From an optimization exercise on the open Yosys and OpenROAD flow, aimed at small area and a short achievable clock period; shortcuts taken in it are not production practice. No run shown here included a check of the RTL's function; only the layout flow was run. No activity file was given, so power comes from the tool's default toggle rates.

==> flow/design.v <==
module fp_add #(
    parameter pDATA_WIDTH = 64,
    parameter pEXP_WIDTH  = 11,
    parameter pFRAC_WIDTH = 52
) (
    input  [(pDATA_WIDTH-1):0] in_A,
    input  [(pDATA_WIDTH-1):0] in_B,
    input                      clk,
    input                      rst_n,
    input                      in_valid,
    output [(pDATA_WIDTH-1):0] result,
    output                     out_valid
);
    reg v_in;
    always @(posedge clk or negedge rst_n)
        if (!rst_n) v_in <= 1'b0;
        else v_in <= in_valid;
    reg [63:0] A_in;
    always @(posedge clk) A_in <= in_A;
    reg [63:0] B_in;
    always @(posedge clk) B_in <= in_B;
    wire [10:0] ea_s0 = A_in[62:52];
    wire [10:0] eb_s0 = B_in[62:52];
    wire ha_s0 = |ea_s0;
    wire hb_s0 = |eb_s0;
    wire xa_s0 = &ea_s0;
    wire xb_s0 = &eb_s0;
    wire mza_s0 = ~|A_in[51:0];
    wire mzb_s0 = ~|B_in[51:0];
    wire nan_s0 = (xa_s0 & ~mza_s0) | (xb_s0 & ~mzb_s0) | (xa_s0 & xb_s0 & (A_in[63] ^ B_in[63]));
    wire spec_s0 = xa_s0 | xb_s0;
    wire swap_s0;
    fpa_lt #(.N(63)) u_cmp_0 (.a(A_in[62:0]), .b(B_in[62:0]), .lt(swap_s0));
    wire [11:0] dab_s0;
    wire [11:0] dba_s0;
    fpa_add #(.N(12)) u_dab_0 (.a({1'b0, ea_s0}), .b({1'b1, ~eb_s0}), .ci(1'b1), .s(dab_s0));
    fpa_add #(.N(12)) u_dba_0 (.a({1'b0, eb_s0}), .b({1'b1, ~ea_s0}), .ci(1'b1), .s(dba_s0));
    wire [10:0] dd_s0 = dab_s0[11] ? dba_s0[10:0] : dab_s0[10:0];
    wire [5:0] sh_s0 = (|dd_s0[10:6]) ? 6'd63 : dd_s0[5:0];
    wire [52:0] bm_s0 = swap_s0 ? {hb_s0, B_in[51:0]} : {ha_s0, A_in[51:0]};
    wire [52:0] sm_s0 = swap_s0 ? {ha_s0, A_in[51:0]} : {hb_s0, B_in[51:0]};
    wire [10:0] be_s0 = swap_s0 ? eb_s0 : ea_s0;
    wire bs_s0 = swap_s0 ? B_in[63] : A_in[63];
    wire sgn_s0 = spec_s0 ? (xa_s0 ? A_in[63] : B_in[63]) : bs_s0;
    wire sub_s0 = A_in[63] ^ B_in[63];
    reg v_a;
    always @(posedge clk or negedge rst_n)
        if (!rst_n) v_a <= 1'b0;
        else v_a <= v_in;
    reg [10:0] be_a;
    always @(posedge clk) be_a <= be_s0;
    reg [52:0] bm_a;
    always @(posedge clk) bm_a <= bm_s0;
    reg nan_a;
    always @(posedge clk) nan_a <= nan_s0;
    reg sgn_a;
    always @(posedge clk) sgn_a <= sgn_s0;
    reg [5:0] sh_a;
    always @(posedge clk) sh_a <= sh_s0;
    reg [52:0] sm_a;
    always @(posedge clk) sm_a <= sm_s0;
    reg spec_a;
    always @(posedge clk) spec_a <= spec_s0;
    reg sub_a;
    always @(posedge clk) sub_a <= sub_s0;
    wire [55:0] al0_s1 = {sm_a, 3'b000} >> sh_a;
    wire [52:0] stkv_s1;
    genvar gi_1;
    for (gi_1 = 0; gi_1 < 53; gi_1 = gi_1 + 1) begin : g_stk_1
        assign stkv_s1[gi_1] = sm_a[gi_1] & (sh_a >= gi_1 + 3);
    end
    wire [55:0] al_s1 = {al0_s1[55:1], |stkv_s1};
    reg v_b;
    always @(posedge clk or negedge rst_n)
        if (!rst_n) v_b <= 1'b0;
        else v_b <= v_a;
    reg [55:0] al_b;
    always @(posedge clk) al_b <= al_s1;
    reg [10:0] be_b;
    always @(posedge clk) be_b <= be_a;
    reg [52:0] bm_b;
    always @(posedge clk) bm_b <= bm_a;
    reg nan_b;
    always @(posedge clk) nan_b <= nan_a;
    reg sgn_b;
    always @(posedge clk) sgn_b <= sgn_a;
    reg spec_b;
    always @(posedge clk) spec_b <= spec_a;
    reg sub_b;
    always @(posedge clk) sub_b <= sub_a;
    wire [56:0] sum_s2;
    fpa_add #(.N(57)) u_add_2 (.a({1'b0, bm_b, 3'b000}), .b({1'b0, al_b} ^ {57{sub_b}}), .ci(sub_b), .s(sum_s2));
    reg v_c;
    always @(posedge clk or negedge rst_n)
        if (!rst_n) v_c <= 1'b0;
        else v_c <= v_b;
    reg [10:0] be_c;
    always @(posedge clk) be_c <= be_b;
    reg nan_c;
    always @(posedge clk) nan_c <= nan_b;
    reg sgn_c;
    always @(posedge clk) sgn_c <= sgn_b;
    reg spec_c;
    always @(posedge clk) spec_c <= spec_b;
    reg [56:0] sum_c;
    always @(posedge clk) sum_c <= sum_s2;
    wire z5_s3 = ~|sum_c[56:25];
    wire [56:0] n1_s3 = z5_s3 ? {sum_c[24:0], 32'd0} : sum_c;
    wire z4_s3 = ~|n1_s3[56:41];
    wire [56:0] n2_s3 = z4_s3 ? {n1_s3[40:0], 16'd0} : n1_s3;
    reg v_n1;
    always @(posedge clk or negedge rst_n)
        if (!rst_n) v_n1 <= 1'b0;
        else v_n1 <= v_c;
    reg [10:0] be_n1;
    always @(posedge clk) be_n1 <= be_c;
    reg [56:0] n2_n1;
    always @(posedge clk) n2_n1 <= n2_s3;
    reg nan_n1;
    always @(posedge clk) nan_n1 <= nan_c;
    reg sgn_n1;
    always @(posedge clk) sgn_n1 <= sgn_c;
    reg spec_n1;
    always @(posedge clk) spec_n1 <= spec_c;
    reg z4_n1;
    always @(posedge clk) z4_n1 <= z4_s3;
    reg z5_n1;
    always @(posedge clk) z5_n1 <= z5_s3;
    wire z3_s4 = ~|n2_n1[56:49];
    wire [56:0] n3_s4 = z3_s4 ? {n2_n1[48:0], 8'd0} : n2_n1;
    wire z2_s4 = ~|n3_s4[56:53];
    wire [56:0] n4_s4 = z2_s4 ? {n3_s4[52:0], 4'd0} : n3_s4;
    reg v_n2;
    always @(posedge clk or negedge rst_n)
        if (!rst_n) v_n2 <= 1'b0;
        else v_n2 <= v_n1;
    reg [10:0] be_n2;
    always @(posedge clk) be_n2 <= be_n1;
    reg [56:0] n4_n2;
    always @(posedge clk) n4_n2 <= n4_s4;
    reg nan_n2;
    always @(posedge clk) nan_n2 <= nan_n1;
    reg sgn_n2;
    always @(posedge clk) sgn_n2 <= sgn_n1;
    reg spec_n2;
    always @(posedge clk) spec_n2 <= spec_n1;
    reg z2_n2;
    always @(posedge clk) z2_n2 <= z2_s4;
    reg z3_n2;
    always @(posedge clk) z3_n2 <= z3_s4;
    reg z4_n2;
    always @(posedge clk) z4_n2 <= z4_n1;
    reg z5_n2;
    always @(posedge clk) z5_n2 <= z5_n1;
    wire z1_s5 = ~|n4_n2[56:55];
    wire [56:0] n5_s5 = z1_s5 ? {n4_n2[54:0], 2'd0} : n4_n2;
    wire z0_s5 = ~n5_s5[56];
    wire [56:0] n6_s5 = z0_s5 ? {n5_s5[55:0], 1'd0} : n5_s5;
    wire [5:0] lz_s5 = {z5_n2, z4_n2, z3_n2, z2_n2, z1_s5, z0_s5};
    wire zero_s5 = ~n6_s5[56];
    wire [10:0] e1_s5;
    fpa_add #(.N(11)) u_e1_5 (.a(be_n2), .b({5'b11111, ~lz_s5}), .ci(1'b1), .s(e1_s5));
    wire [52:0] mant_s5 = n6_s5[56:4];
    wire rup_s5 = n6_s5[3] & (n6_s5[4] | |n6_s5[2:0]);
    reg v_r;
    always @(posedge clk or negedge rst_n)
        if (!rst_n) v_r <= 1'b0;
        else v_r <= v_n2;
    reg [10:0] e1_r;
    always @(posedge clk) e1_r <= e1_s5;
    reg [52:0] mant_r;
    always @(posedge clk) mant_r <= mant_s5;
    reg nan_r;
    always @(posedge clk) nan_r <= nan_n2;
    reg rup_r;
    always @(posedge clk) rup_r <= rup_s5;
    reg sgn_r;
    always @(posedge clk) sgn_r <= sgn_n2;
    reg spec_r;
    always @(posedge clk) spec_r <= spec_n2;
    reg zero_r;
    always @(posedge clk) zero_r <= zero_s5;
    wire [52:0] mr_s6;
    wire mc_s6;
    fpa_inc #(.N(53)) u_inc_6 (.a(mant_r), .ci(rup_r), .s(mr_s6), .co(mc_s6));
    wire [10:0] e2_s6;
    fpa_add #(.N(11)) u_einc_6 (.a(e1_r), .b({10'd0, mc_s6}), .ci(1'b1), .s(e2_s6));
    wire [63:0] res_s6 = nan_r ? 64'h7FF0000000000001 :
                       spec_r ? {sgn_r, 11'h7FF, 52'd0} :
                       zero_r ? 64'd0 : {sgn_r, e2_s6, mr_s6[51:0]};
    reg v_o;
    always @(posedge clk or negedge rst_n)
        if (!rst_n) v_o <= 1'b0;
        else v_o <= v_r;
    reg [63:0] res_o;
    always @(posedge clk) res_o <= res_s6;
    assign result = res_o;
    assign out_valid = v_o;
endmodule
module fpa_add #(parameter N = 8) (
    input  [N-1:0] a,
    input  [N-1:0] b,
    input          ci,
    output [N-1:0] s
);
    localparam M = N + 1;
    localparam L = $clog2(M);
    wire [M-1:0] g0 = {a & b, ci};
    wire [M-1:0] p0 = {a ^ b, 1'b0};
    wire [(L+1)*M-1:0] G, P;
    assign G[M-1:0] = g0;
    assign P[M-1:0] = p0;
    genvar l, i;
    generate
        for (l = 0; l < L; l = l + 1) begin : lv
            for (i = 0; i < M; i = i + 1) begin : bt
                if ((i >> l) & 1) begin : c
                    assign G[(l+1)*M+i] = G[l*M+i] | (P[l*M+i] & G[l*M+((i>>l)<<l)-1]);
                    assign P[(l+1)*M+i] = P[l*M+i] & P[l*M+((i>>l)<<l)-1];
                end else begin : w
                    assign G[(l+1)*M+i] = G[l*M+i];
                    assign P[(l+1)*M+i] = P[l*M+i];
                end
            end
        end
    endgenerate
    assign s = p0[M-1:1] ^ G[L*M +: N];
endmodule
module fpa_inc #(parameter N = 8) (
    input  [N-1:0] a,
    input          ci,
    output [N-1:0] s,
    output         co
);
    localparam M = N + 1;
    localparam L = $clog2(M);
    wire [(L+1)*M-1:0] P;
    assign P[M-1:0] = {a, ci};
    genvar l, i;
    generate
        for (l = 0; l < L; l = l + 1) begin : lv
            for (i = 0; i < M; i = i + 1) begin : bt
                if ((i >> l) & 1) begin : c
                    assign P[(l+1)*M+i] = P[l*M+i] & P[l*M+((i>>l)<<l)-1];
                end else begin : w
                    assign P[(l+1)*M+i] = P[l*M+i];
                end
            end
        end
    endgenerate
    assign s = a ^ P[L*M +: N];
    assign co = P[L*M+N];
endmodule
module fpa_lt #(parameter N = 8) (
    input  [N-1:0] a,
    input  [N-1:0] b,
    output         lt
);
    localparam L = $clog2(N);
    localparam W = 1 << L;
    wire [W-1:0] g0 = {{(W-N){1'b0}}, ~a & b};
    wire [W-1:0] e0 = {{(W-N){1'b1}}, ~(a ^ b)};
    wire [2*W-1:0] G, E;
    assign G[W +: W] = g0;
    assign E[W +: W] = e0;
    genvar i;
    generate
        for (i = 1; i < W; i = i + 1) begin : nd
            assign G[i] = G[2*i+1] | (E[2*i+1] & G[2*i]);
            assign E[i] = E[2*i+1] & E[2*i];
        end
    endgenerate
    assign lt = G[1];
endmodule
==> flow/flow/run.sh <==
#!/bin/bash
# Standard layout, with timing repair aimed at a tighter period than the clock constraint.
bash standard.sh SETUP_SLACK_MARGIN=8.8 finish > standard.log 2>&1
==> flow/standard.sh <==
#!/bin/bash
# synth_recipe.tcl (not shown) runs the flow's synth.tcl, then flattens the netlist and writes it again
# the make line also repeats each setting of config.mk as NAME=value (left out here)
make -C /OpenROAD-flow-scripts/flow DESIGN_CONFIG=/design/flow/config.mk WORK_HOME=/design/flow/orfs CLKGATE_MAP_FILE= SYNTH_SCRIPT=/design/flow/synth_recipe.tcl "${@:-finish}"
==> flow/config.mk <==
export PLATFORM = sky130hd
export DESIGN_NAME = fp_add
export DESIGN_NICKNAME = fp_add
export VERILOG_FILES = /design/flow/design.v
export SDC_FILE = /design/flow/constraint.sdc
export NUM_CORES = 8
export LEC_CHECK = 0
export CAP_MARGIN = 20
export CORE_MARGIN = 2
export CORE_UTILIZATION = 40
export SLEW_MARGIN = 20
==> flow/constraint.sdc <==
create_clock -name core_clock -period 12.5 [get_ports {clk}]
set_input_delay 2.5000 -clock core_clock [delete_from_list [all_inputs] [get_ports {clk}]]
set_output_delay 2.5000 -clock core_clock [all_outputs]
set_load 0.01 [all_outputs]
==> summary.log, run 1 <==
[synth] Post-Synth XOR/XNOR Area 4.468%
[critical_path] critical path, cell by cell clkdlybuf4s15_1
[synth] area share of and/or/nand/nor cells after synthesis 12.03%
[sta] relative max-transition margin 23.87%
[critical_path] Top delay family on crit path flip-flops
[drt] number of vias per cell after detailed routing 5.240
[drt] routed wire length 83080 µm
[synth] sequential share of the synthesized area 48.51%
[clock_network] CTS buffer count 78
[sta] maximum clock rate 0.2732 GHz
[placement] placed wire-length estimate after detailed placement 64360 µm
[synth] warnings from Yosys 1
[floorplan] area of the core region 0.07582 mm²
[sta] unrepaired setup endpoints after global routing true
[clock_network] TritonCTS clock tree done
[synth] number of synthesized flops with an enable pin 0
[grt] initial antenna violation count 5
[cells_and_area] layout cells sized above 1 12.66%
[power_and_ir_drop] leakage power total 15.31 nW
[synth] post-synthesis cell area 0.03058 mm²
[synth] synthesized-area fraction occupied by adder cells 6.784%
[synth] dominant synthesized flop cell sky130_fd_sc_hd__dfxtp_1
[cells_and_area] sequential cell area 0.01485 mm²
[floorplan] I/O pins 196
[placement] final weighted congestion in routability-driven placement 0.9489
[synth] share of synthesized registers carrying an async set or reset 1.083%
[grt] first-pass GRT wire length 126100 µm
[floorplan] number of rows created at floorplan 101
[floorplan] Die Area 0.07867 mm²
[synth] post-synthesis register bit count 739
[clock_network] hold buffer count at CTS 0
[synth] count of different cell masters after synthesis 90
[grt] via count of the first global-routing pass 21790
[sta] Final Critical Period 3661 ps
[clock_network] root buffer cell sky130_fd_sc_hd__clkbuf_16
[power_and_ir_drop] PD cells 209.8 mW/mm²
[critical_path] FF-to-FF setup slack 8920 ps
[sta] fin. max-slew vios 0
[critical_path] data arrival time of the critical path 1160 ps
[clock_network] CTS sink cnt 739
[sta] Final Hold Violating Endpoints 0
[drt] remaining number of nets flagged by the antenna check after routing 0
[sta] Worst Max-Slew Pin Slew 1138 ps
[placement] count of input and output buffers 195
[critical_path] Crit path largest cell delay 300 ps
[floorplan] x dimension of the die 280.5 µm
[drt] number of vias after detailed routing 21850
[synth] Post-Syn Instances 2955
[synth] fraction of the mapped netlist area in compound gates 10.86%
[clock_network] Clock Latency Late Sink 640 ps
[drt] first drt pass iteration count 7
[cells_and_area] post-route non-filler standard cell count 4170
[worst_hold_path] worst min-delay path category reg2reg
[critical_path] Critical Path Slowest Stage Cell sky130_fd_sc_hd__dfxtp_1
[drt] routed wirelength normalized by instance count 19.92 µm
[critical_path] Critical Setup Path Class reg2out
[sta] worst hold margin 322.8 ps
[floorplan] effective utilization at floorplan 40.33%
[critical_path] category of the worst setup path capture point primary output
[cells_and_area] post-route design area 0.03601 mm²
[placement] total placed instance area 0.03334 mm²
[drt] initial DRC count 1219
[sta] aggregate negative setup slack 0 ps
[synth] Post-Syn Nets 3243
[grt] pin count of the biggest net entering global routing 83
[cells_and_area] area of the multi-input gates 0.01477 mm²
[cells_and_area] Filler Cells Inserted 7089
[grt] combined global-route utilization of all metal layers 20.75%
[critical_path] Crit path required time 10000 ps
[critical_path] Crit Path Max Fanout 1
[cells_and_area] post-synthesis to final-layout area growth 17.75%
[drt] DRC errors left 0
[status] status complete, no violations
[power_and_ir_drop] Max rail drop VDD 0.0001002 V
[synth] mux share of post-synthesis cell area 13.79%
[clock_network] Reg clk slew, reported paths 60 ps
[sta] Final setup violation count 0
[grt] remaining global-route overflow 0
[critical_path] count of buffer and inverter cells on the critical path 1
[sta] setup skew after layout 30.21 ps
[clock_network] level count of the clock H-tree 3
[synth] synthesized area divided by synthesized cell count 10.35 µm²
[critical_path] kind of launch point of the worst setup path flop
[sta] Period Utilization, post-route 29.29%
[synth] dominant combinational cell family by area after synthesis multiplexers
[placement] placed cells 4018
[clock_network] maximum buffer depth of the clock tree 3
[floorplan] die extent in y 280.5 µm
[job] max-cap violation count 0
[cells_and_area] # nets final 3420
==> cells by family (layout without fill, tap and decap cells) <==
family / count (synthesis) / count (layout)
and+or+nand+nor: 748 / 749
buffers and inverters: 261 / 496
adders and majority gates: 159 / 159
xor gates and xnor gates: 156 / 156
muxes: 368 / 368
DFF: 739 / 739
AOI/OAI and AO/OA: 524 / 524
other: 0 / 1
==> cells in the mapped netlist (29+ instances only) <==
cell type | count | area (µm²)
sky130_fd_sc_hd__dfxtp_1 | 731 | 14630
sky130_fd_sc_hd__nand2_1 | 232 | 870.8
sky130_fd_sc_hd__mux2i_1 | 220 | 2202
sky130_fd_sc_hd__nor2_1 | 187 | 701.9
sky130_fd_sc_hd__a21oi_1 | 151 | 755.7
sky130_fd_sc_hd__ha_1 | 145 | 1814
sky130_fd_sc_hd__o21ai_0 | 132 | 660.6
sky130_fd_sc_hd__inv_1 | 126 | 473.0
sky130_fd_sc_hd__mux2_2 | 111 | 1250
sky130_fd_sc_hd__xor2_1 | 100 | 875.8
sky130_fd_sc_hd__clkbuf_1 | 64 | 240.2
sky130_fd_sc_hd__xnor2_1 | 56 | 490.5
sky130_fd_sc_hd__nor4_1 | 52 | 325.3
sky130_fd_sc_hd__and2_1 | 47 | 294.0
sky130_fd_sc_hd__nand3_1 | 47 | 235.2
sky130_fd_sc_hd__nand4_1 | 44 | 275.3
sky130_fd_sc_hd__a21o_1 | 39 | 292.8
sky130_fd_sc_hd__nor3_1 | 34 | 170.2
sky130_fd_sc_hd__mux4_2 | 31 | 698.2
sky130_fd_sc_hd__and3_1 | 29 | 181.4
==> layout by cell type (no fill, tap or decap), types with 24 or more instances in the layout <==
cell type	n
sky130_fd_sc_hd__inv_1	126
sky130_fd_sc_hd__xor2_1	100
sky130_fd_sc_hd__nand3_1	45
sky130_fd_sc_hd__and2_1	47
sky130_fd_sc_hd__nor2_1	186
sky130_fd_sc_hd__clkdlybuf4s50_1	130
sky130_fd_sc_hd__nand4_1	44
sky130_fd_sc_hd__a21oi_1	150
sky130_fd_sc_hd__mux2_2	111
sky130_fd_sc_hd__o21ai_0	131
sky130_fd_sc_hd__and3_1	24
sky130_fd_sc_hd__mux2i_1	220
sky130_fd_sc_hd__clkbuf_16	79
sky130_fd_sc_hd__buf_4	24
sky130_fd_sc_hd__nand2_1	232
sky130_fd_sc_hd__o22ai_1	24
sky130_fd_sc_hd__mux4_2	31
sky130_fd_sc_hd__xnor2_1	56
sky130_fd_sc_hd__dfxtp_1	720
sky130_fd_sc_hd__nor3_1	34
sky130_fd_sc_hd__ha_1	144
sky130_fd_sc_hd__nor4_1	51
sky130_fd_sc_hd__a21o_1	39
==> state kept, by name, summed over array words and instances, names as in the netlist, 53 cells and up <==
register  cells
sum_c        57
A_in         64
n2_n1        57
bm_b         53
B_in         64
sm_a         53
n4_n2        57
bm_a         53
al_b         56
mant_r       53
res_o        64
==> worst paths after layout <==
path                            depth (start not counted)                 start                to
worst max register to register                         10       A_in[1]$_DFF_P_  bm_a[46]$_DFF_P_
worst max-delay path                                    1  res_o[40]$_SDFF_PP0_        result[40]
worst min-delay path                                    0      be_n1[6]$_DFF_P_  be_n2[6]$_DFF_P_
worst min register to register                          0      be_n1[6]$_DFF_P_  be_n2[6]$_DFF_P_
max in group asynchronous                               1                 rst_n     v_o$_DFF_PN0_
min in group asynchronous                               1                 rst_n    v_in$_DFF_PN0_
==> where the power goes <==
part	total, mW	switching [mW]	leakage, nW	internal, mW
Sequential	3.46	0.491	6.23	2.97
Combinational	1.77	0.919	7.81	0.854
Clock	2.32	0.948	1.27	1.37
==> per-layer routing <==
| layer | up-vias | share of wire [%] | track usage [%] |
|---|---|---|---|
| li1 | 10810 | - | - |
| met1 | 10170 | 43 | 25.68 |
| met2 | 663 | 48 | 35.71 |
| met3 | 208 | 4.6 | 3.031 |
| met4 | 0 | 4.4 | 9.310 |
| met5 | - | 0 | 0 |
==> per-stage QoR <==
step / util, % / power [mW] / worst slack [ps]
2_1_floorplan: - / 4.565 / 8987
3_3_place_gp: 43.97 / 5.307 / 8083
3_5_place_dp: 43.97 / 5.338 / 8014
4_1_cts: 47.49 / 7.634 / 8800
5_1_grt: 47.48 / 7.969 / 8710
6_report: 47.49 / 7.554 / 8839
==> final cells by class <==
cell class,instances,share of cell area [%]
Multi-Input combinational cell,1956,41.03
Tap cell,978,3.399
Clock inverter,28,0.9591
Sequential cell,739,41.25
Timing Repair Buffer,224,5.689
Clock buffer,111,6.269
Antenna cell,1,0.006950
Inverter,133,1.397
==> timing repair <==
action | in CTS | in global routing
setup endpoints to repair | 166 | 51
pin swaps | 5 | 6
gates resized for setup | 177 | 51
setup buffers | 5 | 5
gates cloned | 1 | 0
==> inputs of run 2 (changes only) <==
==> flow/run.sh (new file) <==
#!/bin/bash
# synth_recipe.tcl (not shown) runs the flow's synth.tcl, then flattens the netlist and writes it again
# the make line also repeats each setting of config.mk as NAME=value (left out here)
make -C /OpenROAD-flow-scripts/flow DESIGN_CONFIG=/design/flow/config.mk WORK_HOME=/design/flow/orfs CLKGATE_MAP_FILE= SYNTH_SCRIPT=/design/flow/synth_recipe.tcl finish
removed: flow/flow/run.sh
removed: flow/standard.sh
==> summary.log, run 2 <==
[status] status complete, no violations [unchanged]
[power_and_ir_drop] overall power consumption 7.608 mW [was 7.554 mW]
[floorplan] die extent in y 280.5 µm [unchanged]
[grt] first-pass GRT wire length 125600 µm [was 126100 µm]
[synth] count of different cell masters after synthesis 90 [unchanged]
[sta] Final Critical Period 4274 ps [was 3661 ps]
[power_and_ir_drop] PD cells 211.4 mW/mm² [was 209.8 mW/mm²]
[clock_network] CTS buffer count 78 [unchanged]
[floorplan] effective utilization at floorplan 40.33% [unchanged]
[critical_path] category of the worst setup path capture point flop [was primary output]
[sta] Final setup violation count 0 [unchanged]
[sta] Final Hold Violating Endpoints 0 [unchanged]
[synth] post-synthesis register bit count 739 [unchanged]
[cells_and_area] commonest non-fill, non-tap cell in the layout sky130_fd_sc_hd__dfxtp_1 [unchanged]
[sta] unrepaired setup endpoints after global routing false [was true]
[sta] Period Utilization, post-route 34.19% [was 29.29%]
[power_and_ir_drop] leakage power total 15.23 nW [was 15.31 nW]
[floorplan] area of the core region 0.07582 mm² [unchanged]
[floorplan] number of rows created at floorplan 101 [unchanged]
[placement] placed wire-length estimate after detailed placement 64360 µm [unchanged]
[clock_network] root buffer cell sky130_fd_sc_hd__clkbuf_16 [unchanged]
[power_and_ir_drop] Max rail drop VDD 0.0001004 V [was 0.0001002 V]
[synth] Post-Syn Nets 3243 [unchanged]
[grt] pin count of the biggest net entering global routing 83 [unchanged]
[worst_hold_path] worst min-delay path category reg2reg [unchanged]
[clock_network] Reg clk slew, reported paths 60 ps [about the same]
[synth] proportion of netlist area held by the largest area contributor 47.86% [unchanged]
[sta] setup skew after layout 29.58 ps [was 30.21 ps]
[synth] biggest area contributors in the synthesized netlist sky130_fd_sc_hd__dfxtp_1, sky130_fd_sc_hd__mux2i_1, sky130_fd_sc_hd__ha_1, sky130_fd_sc_hd__mux2_2, sky130_fd_sc_hd__xor2_1 [unchanged]
[synth] commonest cells in the synthesized netlist sky130_fd_sc_hd__dfxtp_1, sky130_fd_sc_hd__nand2_1, sky130_fd_sc_hd__mux2i_1, sky130_fd_sc_hd__nor2_1, sky130_fd_sc_hd__a21oi_1 [unchanged]
[power_and_ir_drop] internal power of the cells 5.258 mW [was 5.195 mW]
[power_and_ir_drop] Clk pwr share 30.5% [was 30.7%]
[synth] sequential share of the synthesized area 48.51% [unchanged]
[clock_network] hold buffer count at CTS 0 [unchanged]
[critical_path] FF-to-FF setup slack 8230 ps [was 8920 ps]
[sta] aggregate negative setup slack 0 ps [unchanged]
[grt] combined global-route utilization of all metal layers 20.66% [was 20.75%]
[clock_network] CTS sink cnt 739 [unchanged]
[placement] count of input and output buffers 195 [unchanged]
[synth] Post-Syn Instances 2955 [unchanged]
[synth] most frequent cell after synthesis sky130_fd_sc_hd__dfxtp_1 [unchanged]
[job] max-cap violation count 0 [unchanged]
[power_and_ir_drop] register share of total power 45.4% [was 45.8%]
[critical_path] data arrival time of the critical path 4800 ps [was 1160 ps]
[drt] first drt pass iteration count 6 [was 7]
[synth] synthesized area divided by synthesized cell count 10.35 µm² [unchanged]
[grt] initial antenna violation count 5 [unchanged]
[power_and_ir_drop] net switching fraction of the power 30.89% [was 31.23%]
[clock_network] level count of the clock H-tree 3 [unchanged]
[synth] share of synthesized registers carrying an async set or reset 1.083% [unchanged]
[cells_and_area] # nets final 3410 [was 3420]
[critical_path] Crit path largest cell delay 780 ps [was 300 ps]
[synth] post-synthesis cell area 0.03058 mm² [unchanged]
[synth] library cell with the largest summed area after synthesis sky130_fd_sc_hd__dfxtp_1 [unchanged]
[floorplan] x dimension of the die 280.5 µm [unchanged]
[drt] number of vias after detailed routing 21740 [was 21850]
[drt] DRC errors left 0 [unchanged]
[synth] warnings from Yosys 1 [unchanged]
[grt] remaining global-route overflow 0 [unchanged]
[critical_path] Crit path required time 13030 ps [was 10000 ps]
[drt] number of vias per cell after detailed routing 5.225 [was 5.240]
[floorplan] Die Area 0.07867 mm² [unchanged]
[placement] final weighted congestion in routability-driven placement 0.9489 [unchanged]
[sta] Worst Max-Slew Pin Slew 1142 ps [was 1138 ps]
[drt] routed wirelength normalized by instance count 19.82 µm [was 19.92 µm]
[cells_and_area] largest registers A_in (64), B_in (64), res_o (64) [unchanged]
[cells_and_area] most used cells in the layout excluding fill and tap cells sky130_fd_sc_hd__dfxtp_1, sky130_fd_sc_hd__nand2_1, sky130_fd_sc_hd__mux2i_1, sky130_fd_sc_hd__clkdlybuf4s50_1, sky130_fd_sc_hd__nor2_1 [was sky130_fd_sc_hd__dfxtp_1, sky130_fd_sc_hd__nand2_1, sky130_fd_sc_hd__mux2i_1, sky130_fd_sc_hd__nor2_1, sky130_fd_sc_hd__a21oi_1]
[cells_and_area] post-route core utilization 47.47% [was 47.49%]
[clock_network] maximum buffer depth of the clock tree 3 [unchanged]
[clock_network] setup bufs post-CTS 0 [was 5]
[critical_path] Critical Setup Path Class reg2reg [was reg2out]
[drt] initial DRC count 1250 [was 1219]
[grt] via count of the first global-routing pass 21720 [was 21790]
[cells_and_area] post-synthesis to final-layout area growth 17.72% [was 17.75%]
[clock_network] Clock Latency Late Sink 640 ps [about the same]
[drt] routed wire length 82460 µm [was 83080 µm]
[sta] fin. max-slew vios 0 [unchanged]
[critical_path] Crit Path Max Fanout 82 [was 1]
[clock_network] post-cts resize count 0 [was 177]
[critical_path] kind of launch point of the worst setup path flop [unchanged]
[floorplan] I/O pins 196 [unchanged]
[sta] maximum clock rate 0.2340 GHz [was 0.2732 GHz]
[sta] relative max-transition margin 23.58% [was 23.87%]
[clock_network] TritonCTS clock tree done [unchanged]
[synth] dominant synthesized flop cell sky130_fd_sc_hd__dfxtp_1 [unchanged]
[power_and_ir_drop] combinational power share 24.1% [was 23.5%]
[synth] number of synthesized flops with an enable pin 0 [unchanged]
[power_and_ir_drop] net switching component of the power 2.350 mW [was 2.359 mW]
[drt] remaining number of nets flagged by the antenna check after routing 0 [unchanged]
[critical_path] Critical Path Slowest Stage Cell sky130_fd_sc_hd__buf_4 [was sky130_fd_sc_hd__dfxtp_1]
[cells_and_area] layout cells sized above 1 10.28% [was 12.66%]
[critical_path] critical path, cell by cell inv_1 -> ha_1 -> and3b_1 -> o21a_1 -> o21ai_1 -> a21oi_1 -> o41ai_1 -> a21oi_2 -> nor2_4 -> buf_16 -> buf_4 -> mux2_2 [was clkdlybuf4s15_1]
[run 2: cell counts after synthesis]
No cell type changed its count.
[run 2: power by group through the flow]
stage	combinational [mW]	sequential, mW	clock (mW)
final	1.83	3.46	2.32
after global routing	2.03	3.52	2.47
after CTS	1.84	3.46	2.38
after detailed placement	1.83	3.51	0
after global placement	1.81	3.49	0
after floorplan	1.23	3.34	0
[run 2: final cells by class]
type | count | area (µm²)
fill | 7073 | 39830
sequential | 739 | 14840
multi-input combinational | 1955 | 14680
clock buffer | 111 | 2257
timing repair buffer | 215 | 2142
tap | 978 | 1224
inverter | 133 | 499.2
clock inverter | 28 | 345.3
antenna | 1 | 2.502
[run 2: final timing paths]
kind                                      start         endpoint  depth (start not counted)
worst max-delay path            A_in[1]$_DFF_P_  sm_a[1]$_DFF_P_                         12
worst min-delay path            be_b[0]$_DFF_P_  be_c[0]$_DFF_P_                          0
worst max register to register  A_in[1]$_DFF_P_  sm_a[1]$_DFF_P_                         12
worst min register to register  be_b[0]$_DFF_P_  be_c[0]$_DFF_P_                          0
max in group asynchronous                 rst_n    v_o$_DFF_PN0_                          1
min in group asynchronous                 rst_n   v_in$_DFF_PN0_                          1
[run 2: per-layer routing]
metal	up-vias	share of wire [%]	GRT usage, %
met5	-	0	0
met4	0	4.3	9.242
met3	189	4.3	3.056
met2	638	48	35.51
met1	10140	44	25.59
li1	10770	-	-
[run 2: cells by family (layout without fill, tap and decap cells)]
group | Yosys count | after routing | synth area share (%)
and+or+nand+nor | 748 | 748 | 12.03
DFF | 739 | 739 | 48.51
AOI/OAI and AO/OA | 524 | 524 | 10.86
muxes | 368 | 368 | 13.79
buffers and inverters | 261 | 487 | 3.548
adders and majority gates | 159 | 159 | 6.784
xor gates and xnor gates | 156 | 156 | 4.468
other | 0 | 1 | 0
[run 2: metrics by stage]
stage	setup WS [ps]	std cells	hold slack, ps	cell area (µm²)
4_1_cts	7982	4157	322.3	35940
5_1_grt	8042	4159	325.3	35990
3_3_place_gp	8083	4018	310.5	33340
2_1_floorplan	8987	2955	309.6	30580
3_5_place_dp	8014	4018	312.1	33340
6_report	8226	4160	322.7	36000
[run 2: worst max-delay path, delay by kind of cell (launching register included)]
family	cells	cell delay (ps)
AOI/OAI and AO/OA	5	1180
buffers and inverters	3	1080
and+or+nand+nor	2	700
muxes	1	430
DFF	1	370
adders and majority gates	1	280
==> inputs of run 3 (changes only) <==
==> flow/flow/run.sh (new file) <==
#!/bin/bash
bash standard.sh SETUP_SLACK_MARGIN=9.2 finish > standard.log 2>&1
==> flow/standard.sh (new file) <==
#!/bin/bash
# synth_recipe.tcl (not shown) runs the flow's synth.tcl, then flattens the netlist and writes it again
# the make line also repeats each setting of config.mk as NAME=value (left out here)
make -C /OpenROAD-flow-scripts/flow DESIGN_CONFIG=/design/flow/config.mk WORK_HOME=/design/flow/orfs CLKGATE_MAP_FILE= SYNTH_SCRIPT=/design/flow/synth_recipe.tcl "${@:-finish}"
removed: flow/run.sh
==> summary.log, run 3 <==
[job] max-cap violation count 0 [unchanged]
[synth] warnings from Yosys 1 [unchanged]
[power_and_ir_drop] PD cells 210.6 mW/mm² [was 211.4 mW/mm²]
[power_and_ir_drop] leakage power total 15.48 nW [was 15.23 nW]
[critical_path] critical path, cell by cell buf_6 [was inv_1 -> ha_1 -> and3b_1 -> o21a_1 -> o21ai_1 -> a21oi_1 -> o41ai_1 -> a21oi_2 -> nor2_4 -> buf_16 -> buf_4 -> mux2_2]
[floorplan] Die Area 0.07867 mm² [unchanged]
[critical_path] Critical Path Slowest Stage Cell sky130_fd_sc_hd__dfrtp_1 [was sky130_fd_sc_hd__buf_4]
[synth] sequential share of the synthesized area 48.51% [unchanged]
[critical_path] FF-to-FF setup slack 9110 ps [was 8230 ps]
[cells_and_area] layout cells sized above 1 15.15% [was 10.28%]
[synth] synthesized area divided by synthesized cell count 10.35 µm² [unchanged]
[synth] Post-Syn Instances 2955 [unchanged]
[sta] Final Hold Violating Endpoints 0 [unchanged]
[synth] proportion of netlist area held by the largest area contributor 47.86% [unchanged]
[synth] mux share of post-synthesis cell area 13.79% [unchanged]
[cells_and_area] area of the multi-input gates 0.01492 mm² [was 0.01468 mm²]
[clock_network] root buffer cell sky130_fd_sc_hd__clkbuf_16 [unchanged]
[sta] Final setup violation count 0 [unchanged]
[sta] Worst Max-Slew Pin Slew 1009 ps [was 1142 ps]
[drt] number of vias per cell after detailed routing 5.302 [was 5.225]
[critical_path] Crit Reg-Reg Endpoint res_o[62]$_SDFF_PP1_ [was sm_a[1]$_DFF_P_]
[sta] Worst Setup Slack, final 8900 ps [was 8226 ps]
[cells_and_area] Filler Cells Inserted 7058 [was 7073]
[grt] via count of the first global-routing pass 21950 [was 21720]
[drt] routed wire length 85090 µm [was 82460 µm]
[clock_network] CTS buffer count 79 [was 78]
[worst_hold_path] Worst Hold Launch be_n1[0]$_DFF_P_ [was be_b[0]$_DFF_P_]
[critical_path] data arrival time of the critical path 1100 ps [was 4800 ps]
[clock_network] CTS sink cnt 739 [unchanged]
[critical_path] count of buffer and inverter cells on the critical path 1 [was 3]
[sta] Final Critical Period 3600 ps [was 4274 ps]
[sta] fin. max-slew vios 0 [unchanged]
[synth] post-synthesis register bit count 739 [unchanged]
[clock_network] Reg clk slew, reported paths 60 ps [about the same]
[synth] area share of and/or/nand/nor cells after synthesis 12.03% [unchanged]
[worst_hold_path] worst min-delay path category reg2reg [unchanged]
[synth] fraction of the mapped netlist area in compound gates 10.86% [unchanged]
[placement] Worst Setup Slack post-DPL 8014 ps [about the same]
[drt] DRC errors left 0 [unchanged]
[synth] library cell with the largest summed area after synthesis sky130_fd_sc_hd__dfxtp_1 [unchanged]
[synth] most frequent cell after synthesis sky130_fd_sc_hd__dfxtp_1 [unchanged]
[clock_network] level count of the clock H-tree 3 [unchanged]
[worst_hold_path] Worst Hold Path Cells 0 [unchanged]
[clock_network] Clock Latency Late Sink 620 ps [was 640 ps]
[drt] first drt pass iteration count 5 [was 6]
[clock_network] maximum buffer depth of the clock tree 3 [unchanged]
[drt] initial DRC count 1604 [was 1250]
[synth] number of synthesized flops with an enable pin 0 [unchanged]
[critical_path] R2R depth 17 [was 12]
[floorplan] x dimension of the die 280.5 µm [unchanged]
[critical_path] launch point of the critical path v_o$_DFF_PN0_ [was A_in[1]$_DFF_P_]
[synth] Post-Syn Nets 3243 [unchanged]
[critical_path] Crit path largest cell delay 370 ps [was 780 ps]
[critical_path] Crit path required time 10000 ps [was 13030 ps]
[grt] first-pass GRT wire length 129400 µm [was 125600 µm]
[sta] unrepaired setup endpoints after global routing true [was false]
[grt] combined global-route utilization of all metal layers 21.27% [was 20.66%]
[critical_path] Crit Path Max Fanout 1 [was 82]
[drt] routed wirelength normalized by instance count 20.35 µm [was 19.82 µm]
[cells_and_area] most used cells in the layout excluding fill and tap cells sky130_fd_sc_hd__dfxtp_1, sky130_fd_sc_hd__nand2_1, sky130_fd_sc_hd__mux2i_1, sky130_fd_sc_hd__nor2_1, sky130_fd_sc_hd__a21oi_1 [was sky130_fd_sc_hd__dfxtp_1, sky130_fd_sc_hd__nand2_1, sky130_fd_sc_hd__mux2i_1, sky130_fd_sc_hd__clkdlybuf4s50_1, sky130_fd_sc_hd__nor2_1]
[synth] post-synthesis cell area 0.03058 mm² [unchanged]
[synth] synthesized-area fraction occupied by adder cells 6.784% [unchanged]
[placement] placed wire-length estimate after detailed placement 64860 µm [was 64360 µm]
[drt] remaining number of nets flagged by the antenna check after routing 0 [unchanged]
[floorplan] effective utilization at floorplan 40.33% [unchanged]
[drt] number of vias after detailed routing 22170 [was 21740]
[critical_path] reg-to-reg critical path startpoint mant_r[10]$_DFF_P_ [was A_in[1]$_DFF_P_]
[cells_and_area] # nets final 3433 [was 3410]
[placement] final weighted congestion in routability-driven placement 0.9326 [was 0.9489]
[synth] dominant synthesized flop cell sky130_fd_sc_hd__dfxtp_1 [unchanged]
[sta] setup skew after layout 22.94 ps [was 29.58 ps]
[floorplan] die extent in y 280.5 µm [unchanged]
[sta] Period Utilization, post-route 28.80% [was 34.19%]
[floorplan] number of rows created at floorplan 101 [unchanged]
[grt] remaining global-route overflow 0 [unchanged]
[status] status complete, no violations [unchanged]
[synth] count of different cell masters after synthesis 90 [unchanged]
[synth] biggest area contributors in the synthesized netlist sky130_fd_sc_hd__dfxtp_1, sky130_fd_sc_hd__mux2i_1, sky130_fd_sc_hd__ha_1, sky130_fd_sc_hd__mux2_2, sky130_fd_sc_hd__xor2_1 [unchanged]
[worst_hold_path] capture endpoint of the worst hold path be_n2[0]$_DFF_P_ [was be_c[0]$_DFF_P_]
[cells_and_area] largest registers A_in (64), B_in (64), res_o (64) [unchanged]
[synth] share of synthesized registers carrying an async set or reset 1.083% [unchanged]
[floorplan] I/O pins 196 [unchanged]
[power_and_ir_drop] overall power consumption 7.661 mW [was 7.608 mW]
[clock_network] TritonCTS clock tree done [unchanged]
[synth] dominant combinational cell family by area after synthesis multiplexers [unchanged]
[sta] maximum clock rate 0.2778 GHz [was 0.2340 GHz]
[grt] pin count of the biggest net entering global routing 78 [was 83]
[critical_path] category of the worst setup path capture point primary output [was flop]
[sta] relative max-transition margin 32.10% [was 23.58%]
[cells_and_area] commonest non-fill, non-tap cell in the layout sky130_fd_sc_hd__dfxtp_1 [unchanged]
[placement] count of input and output buffers 195 [unchanged]
[cells_and_area] sequential cell area 0.01488 mm² [was 0.01484 mm²]
[sta] aggregate negative setup slack 0 ps [unchanged]
[synth] commonest cells in the synthesized netlist sky130_fd_sc_hd__dfxtp_1, sky130_fd_sc_hd__nand2_1, sky130_fd_sc_hd__mux2i_1, sky130_fd_sc_hd__nor2_1, sky130_fd_sc_hd__a21oi_1 [unchanged]
[critical_path] Critical Setup Path Class reg2out [was reg2reg]
[synth] Post-Synth XOR/XNOR Area 4.468% [unchanged]
[floorplan] area of the core region 0.07582 mm² [unchanged]
[grt] initial antenna violation count 9 [was 5]
[power_and_ir_drop] Max rail drop VDD 0.0001077 V [was 0.0001004 V]
[critical_path] kind of launch point of the worst setup path flop [unchanged]
[cells_and_area] post-synthesis to final-layout area growth 18.99% [was 17.72%]
[critical_path] Top delay family on crit path flip-flops [was compound AO/OA/AOI/OAI gates]
[run 3: cell counts after synthesis]
No cell type changed its count.
[run 3: logic make-up after synthesis]
logic type	count (synthesis)
compound gates	524
mux	368
fa+ha+maj	159
xor+xnor	156
buf+inv	261
simple gates	748
flops	739
[run 3: what timing repair did]
item,4_1_cts,5_1_grt
pin swaps,16,5
hold buffers,0,0
cloned,2,1
resized for setup,322,53
setup endpoints to repair,264,179
buffers inserted,15,4
[run 3: worst max path at each step]
| stage | endpoint | slack, ps | cells after the start |
|---|---|---|---|
| detailed placement | bm_a[7]$_DFF_P_ | 8010 | 12 |
| finish | out_valid | 8900 | 1 |
| CTS | out_valid | 8850 | 1 |
| floorplan | res_o[62]$_SDFF_PP1_ | 9230 | 18 |
| global route | out_valid | 8860 | 1 |
| global placement | bm_a[2]$_DFF_P_ | 8150 | 12 |
[run 3: where the power goes]
group	internal [mW]	switching, mW
Clock	1.42	0.943
Sequential	2.98	0.492
Combinational	0.882	0.943
[run 3: final cells by class]
type                    instances  area share, %
well taps                     978          3.363
clock inverters                26         0.8459
clock buffers                 112          6.503
inverters                     133          1.396
multi-input cells            1955          40.99
diodes                          1       0.006878
flip-flops and latches        739          40.90
repair buffers                237          5.987
[run 3: layer usage]
| metal | GRT usage, % | up-vias | wire (µm) |
|---|---|---|---|
| met3 | 2.806 | 172 | 4133 |
| met5 | 0 | - | 0 |
| met4 | 8.995 | 0 | 3394 |
| li1 | - | 10810 | - |
| met2 | 37.26 | 674 | 41440 |
| met1 | 26.18 | 10510 | 36120 |
[run 3: through the flow]
stage | instance area (µm²) | hold WS [ps] | std cells | utilization (%)
after floorplan | 30580 | 309.6 | 2955 | -
after global placement | 33330 | 310.2 | 4017 | 43.96
after detailed placement | 33330 | 312.1 | 4017 | 43.96
after CTS | 36070 | 318.8 | 4172 | 47.57
after global routing | 36380 | 321.6 | 4180 | 47.98
final | 36380 | 321.8 | 4181 | 47.99
==> inputs of run 4 (changes only) <==
==> flow/flow/run.sh (replaced) <==
#!/bin/bash
bash standard.sh SETUP_SLACK_MARGIN=8.8 CTS_CLUSTER_SIZE=30 CTS_CLUSTER_DIAMETER=100 "BUFFER_PORTS_ARGS=-buffer_cell sky130_fd_sc_hd__buf_2" CORE_UTILIZATION=65 finish > standard.log 2>&1
==> summary.log, run 4 <==
[critical_path] Crit Path Max Fanout 5 [was 1]
[synth] commonest cells in the synthesized netlist sky130_fd_sc_hd__dfxtp_1, sky130_fd_sc_hd__nand2_1, sky130_fd_sc_hd__mux2i_1, sky130_fd_sc_hd__nor2_1, sky130_fd_sc_hd__a21oi_1 [unchanged]
[grt] via count of the first global-routing pass 21660 [was 21950]
[floorplan] x dimension of the die 220.9 µm [was 280.5 µm]
[cells_and_area] layout cells sized above 1 14.63% [was 15.15%]
[power_and_ir_drop] leakage power total 14.35 nW [was 15.48 nW]
[cells_and_area] largest registers A_in (64), B_in (64), res_o (64) [unchanged]
[synth] biggest area contributors in the synthesized netlist sky130_fd_sc_hd__dfxtp_1, sky130_fd_sc_hd__mux2i_1, sky130_fd_sc_hd__ha_1, sky130_fd_sc_hd__mux2_2, sky130_fd_sc_hd__xor2_1 [unchanged]
[drt] first drt pass iteration count 7 [was 5]
[sta] relative max-transition margin 29.96% [was 32.10%]
[drt] routed wirelength normalized by instance count 21.24 µm [was 20.35 µm]
[clock_network] Clock Latency Late Sink 620 ps [about the same]
[synth] Post-Syn Instances 2955 [unchanged]
[drt] number of vias after detailed routing 22140 [was 22170]
[drt] number of vias per cell after detailed routing 5.999 [was 5.302]
[grt] initial antenna violation count 5 [was 9]
[synth] Post-Syn Nets 3243 [unchanged]
[sta] fin. max-slew vios 0 [unchanged]
[drt] met3 wire len 4166 µm [was 4133 µm]
[sta] Final setup violation count 0 [unchanged]
[placement] placed cells 3646 [was 4017]
[synth] share of synthesized registers carrying an async set or reset 1.083% [unchanged]
[synth] post-synthesis register bit count 739 [unchanged]
[cells_and_area] most used cells in the layout excluding fill and tap cells sky130_fd_sc_hd__dfxtp_1, sky130_fd_sc_hd__nand2_1, sky130_fd_sc_hd__mux2i_1, sky130_fd_sc_hd__buf_2, sky130_fd_sc_hd__nor2_1 [was sky130_fd_sc_hd__dfxtp_1, sky130_fd_sc_hd__nand2_1, sky130_fd_sc_hd__mux2i_1, sky130_fd_sc_hd__nor2_1, sky130_fd_sc_hd__a21oi_1]
[floorplan] I/O pins 196 [unchanged]
[status] status complete, no violations [unchanged]
[floorplan] Die Area 0.04879 mm² [was 0.07867 mm²]
[clock_network] TritonCTS clock tree done [unchanged]
[clock_network] level count of the clock H-tree 1 [was 3]
[drt] DRC errors left 0 [unchanged]
[sta] unrepaired setup endpoints after global routing true [unchanged]
[sta] aggregate negative setup slack 0 ps [unchanged]
[drt] initial DRC count 1690 [was 1604]
[clock_network] hold buffer count at CTS 0 [unchanged]
[drt] total met2 wirelength after detailed routing 38530 µm [was 41440 µm]
[cells_and_area] commonest non-fill, non-tap cell in the layout sky130_fd_sc_hd__dfxtp_1 [unchanged]
[critical_path] Critical Setup Path Class reg2reg [was reg2out]
[clock_network] CTS buffer count 28 [was 79]
[placement] final weighted congestion in routability-driven placement 0.9993 [was 0.9326]
[cells_and_area] # nets final 3366 [was 3433]
[clock_network] root buffer cell sky130_fd_sc_hd__clkbuf_16 [unchanged]
[grt] pin count of the biggest net entering global routing 83 [was 78]
[grt] remaining global-route overflow 0 [unchanged]
[cells_and_area] Filler Cells Inserted 3389 [was 7058]
[drt] remaining number of nets flagged by the antenna check after routing 0 [unchanged]
[synth] proportion of netlist area held by the largest area contributor 47.86% [unchanged]
[placement] placed wire-length estimate after detailed placement 60590 µm [was 64860 µm]
[drt] routed wire length 78390 µm [was 85090 µm]
[synth] number of synthesized flops with an enable pin 0 [unchanged]
[critical_path] Crit path required time 12980 ps [was 10000 ps]
[worst_hold_path] worst min-delay path category reg2reg [unchanged]
[synth] library cell with the largest summed area after synthesis sky130_fd_sc_hd__dfxtp_1 [unchanged]
[sta] maximum clock rate 0.2761 GHz [was 0.2778 GHz]
[floorplan] die extent in y 220.9 µm [was 280.5 µm]
[job] max-cap violation count 0 [unchanged]
[sta] Period Utilization, post-route 28.98% [was 28.80%]
[placement] count of input and output buffers 195 [unchanged]
[grt] first-pass GRT wire length 120700 µm [was 129400 µm]
[power_and_ir_drop] Max rail drop VDD 0.0002297 V [was 0.0001077 V]
[cells_and_area] post-route non-filler standard cell count 3691 [was 4181]
[synth] sequential share of the synthesized area 48.51% [unchanged]
[grt] combined global-route utilization of all metal layers 31.12% [was 21.27%]
[sta] Worst Max-Slew Pin Slew 1051 ps [was 1009 ps]
[critical_path] data arrival time of the critical path 4100 ps [was 1100 ps]
[cells_and_area] post-synthesis to final-layout area growth 7.263% [was 18.99%]
[sta] Final Hold Violating Endpoints 0 [unchanged]
[sta] Final Critical Period 3622 ps [was 3600 ps]
[clock_network] maximum buffer depth of the clock tree 3 [unchanged]
[power_and_ir_drop] PD cells 191.2 mW/mm² [was 210.6 mW/mm²]
[critical_path] kind of launch point of the worst setup path flop [unchanged]
[drt] Top Layer Used met4 [unchanged]
[floorplan] number of rows created at floorplan 79 [was 101]
[power_and_ir_drop] overall power consumption 6.270 mW [was 7.661 mW]
[synth] most frequent cell after synthesis sky130_fd_sc_hd__dfxtp_1 [unchanged]
[floorplan] effective utilization at floorplan 65.82% [was 40.33%]
[sta] setup skew after layout 22.44 ps [was 22.94 ps]
[floorplan] area of the core region 0.04646 mm² [was 0.07582 mm²]
[synth] count of different cell masters after synthesis 90 [unchanged]
[clock_network] CTS sink cnt 739 [unchanged]
[synth] warnings from Yosys 1 [unchanged]
[synth] post-synthesis cell area 0.03058 mm² [unchanged]
[drt] length of routed wiring on met1 31020 µm [was 36120 µm]
[critical_path] category of the worst setup path capture point flop [was primary output]
[synth] synthesized area divided by synthesized cell count 10.35 µm² [unchanged]
[clock_network] Reg clk slew, reported paths 110 ps [was 60 ps]
[synth] dominant synthesized flop cell sky130_fd_sc_hd__dfxtp_1 [unchanged]
run 4: cell counts after synthesis:
No cell type changed its count.
run 4: worst paths after layout:
check                           startpoint              endpoint  slack [ps]  depth (start not counted)
max                          rup_r$_DFF_P_  res_o[62]$_SDFF_PP1_        8880                         18
min                        be_b[7]$_DFF_P_       be_c[7]$_DFF_P_         330                          0
max reg2reg                  rup_r$_DFF_P_  res_o[62]$_SDFF_PP1_        8880                         18
min reg2reg                be_b[7]$_DFF_P_       be_c[7]$_DFF_P_         330                          0
max in group asynchronous            rst_n         v_a$_DFF_PN0_       10630                          1
min in group asynchronous            rst_n        v_n2$_DFF_PN0_        1710                          1
run 4: what timing repair did:
action	in CTS	in global routing
pin swaps	6	7
gates cloned	1	0
gates resized for setup	10	12
setup endpoints to repair	95	19
setup buffers	4	2
run 4: cell type report:
class / count / area, µm² / area share, %
well taps: 607 / 759.5 / 2.316
clock buffers: 31 / 711.9 / 2.171
repair buffers: 220 / 1200 / 3.658
flip-flops and latches: 739 / 14850 / 45.27
clock inverters: 3 / 30.03 / 0.09155
multi-input cells: 1956 / 14740 / 44.95
diodes: 2 / 5.005 / 0.01526
inverters: 133 / 503.0 / 1.534
run 4: worst max-delay path, cell delays in order, from the launching register on:
cell,delay [ps]
sky130_fd_sc_hd__dfxtp_2,330
sky130_fd_sc_hd__ha_2,200
sky130_fd_sc_hd__nand3_4,110
sky130_fd_sc_hd__nor4_4,290
sky130_fd_sc_hd__nand4_1,220
sky130_fd_sc_hd__nor2_2,190
sky130_fd_sc_hd__nand4_1,210
sky130_fd_sc_hd__nor4_2,340
sky130_fd_sc_hd__and3_1,200
sky130_fd_sc_hd__nand3_1,90
sky130_fd_sc_hd__ha_2,180
sky130_fd_sc_hd__inv_2,60
sky130_fd_sc_hd__and3_4,180
sky130_fd_sc_hd__and3_4,200
sky130_fd_sc_hd__and3_4,190
sky130_fd_sc_hd__and3_4,190
sky130_fd_sc_hd__nand2_1,70
sky130_fd_sc_hd__xor2_1,150
sky130_fd_sc_hd__o21ai_1,80
run 4: stage by stage:
step           util (%)  setup slack, ps  hold slack [ps]  area, µm²
3_3_place_gp      68.64             8198            312.4      31890
2_1_floorplan         -             8987            309.6      30580
3_5_place_dp      68.64             8126            312.1      31890
6_report          70.60             8878            326.3      32800
4_1_cts           70.39             8832            320.8      32700
5_1_grt           70.60             8665            337.7      32800
run 4: logic make-up (layout without fill, tap and decap cells):
family	Yosys count	count (layout)	share of synthesized area [%]
AO/OA/AOI/OAI	524	524	10.86
buffers and inverters	261	387	3.548
multiplexers	368	368	13.79
adder cells (fa/ha/maj)	159	159	6.784
XOR/XNOR	156	156	4.468
other	0	2	0
flip-flops	739	739	48.51
AND/OR/NAND/NOR	748	749	12.03
run 4: metal layers:
metal  vias to the layer above  GRT usage (%)
li1                      10630              -
met1                     10470          37.83
met2                       835          54.53
met3                       207          3.585
met4                         0          15.89
met5                         -              0
run 4: report_power, final:
part,internal (mW),switching [mW]
clock network,0.411,0.669
logic,0.805,0.937
registers,2.96,0.484
total,4.18,2.09

-- static timing again, ports no longer ideal --
How much do the figures lean on ideal ports? The routed layouts below were timed once more, with nothing changed but the port constraints.
Step 1, drivers: a clkbuf_16 drives clk and a buf_2 each remaining input, both assumed.
Step 2 also shifts input and output timing later by t, the mid clock arrival at the registers, as if the neighbouring blocks saw the same clock.
Three values: no drivers, after step 1, after step 2; two values: the first two.
run	t (ns)	setup slack, ns	hold WS [ns]	slew at the worst register clock pin (ns)	pins driven straight from the clock port
run 1	0.688	8.839 / 8.778 / 8.925	0.323 / 0.323 / 0.323	0.06 / 0.06	1
run 2	0.688	8.226 / 8.226 / 8.226	0.323 / 0.323 / 0.323	0.06 / 0.06	1
run 3	0.676	8.900 / 8.834 / 9.113	0.322 / 0.322 / 0.322	0.06 / 0.06	1
run 4	0.671	8.878 / 8.819 / 8.878	0.326 / 0.326 / 0.326	0.12 / 0.12	1
After both steps setup and hold are still met in every run listed.
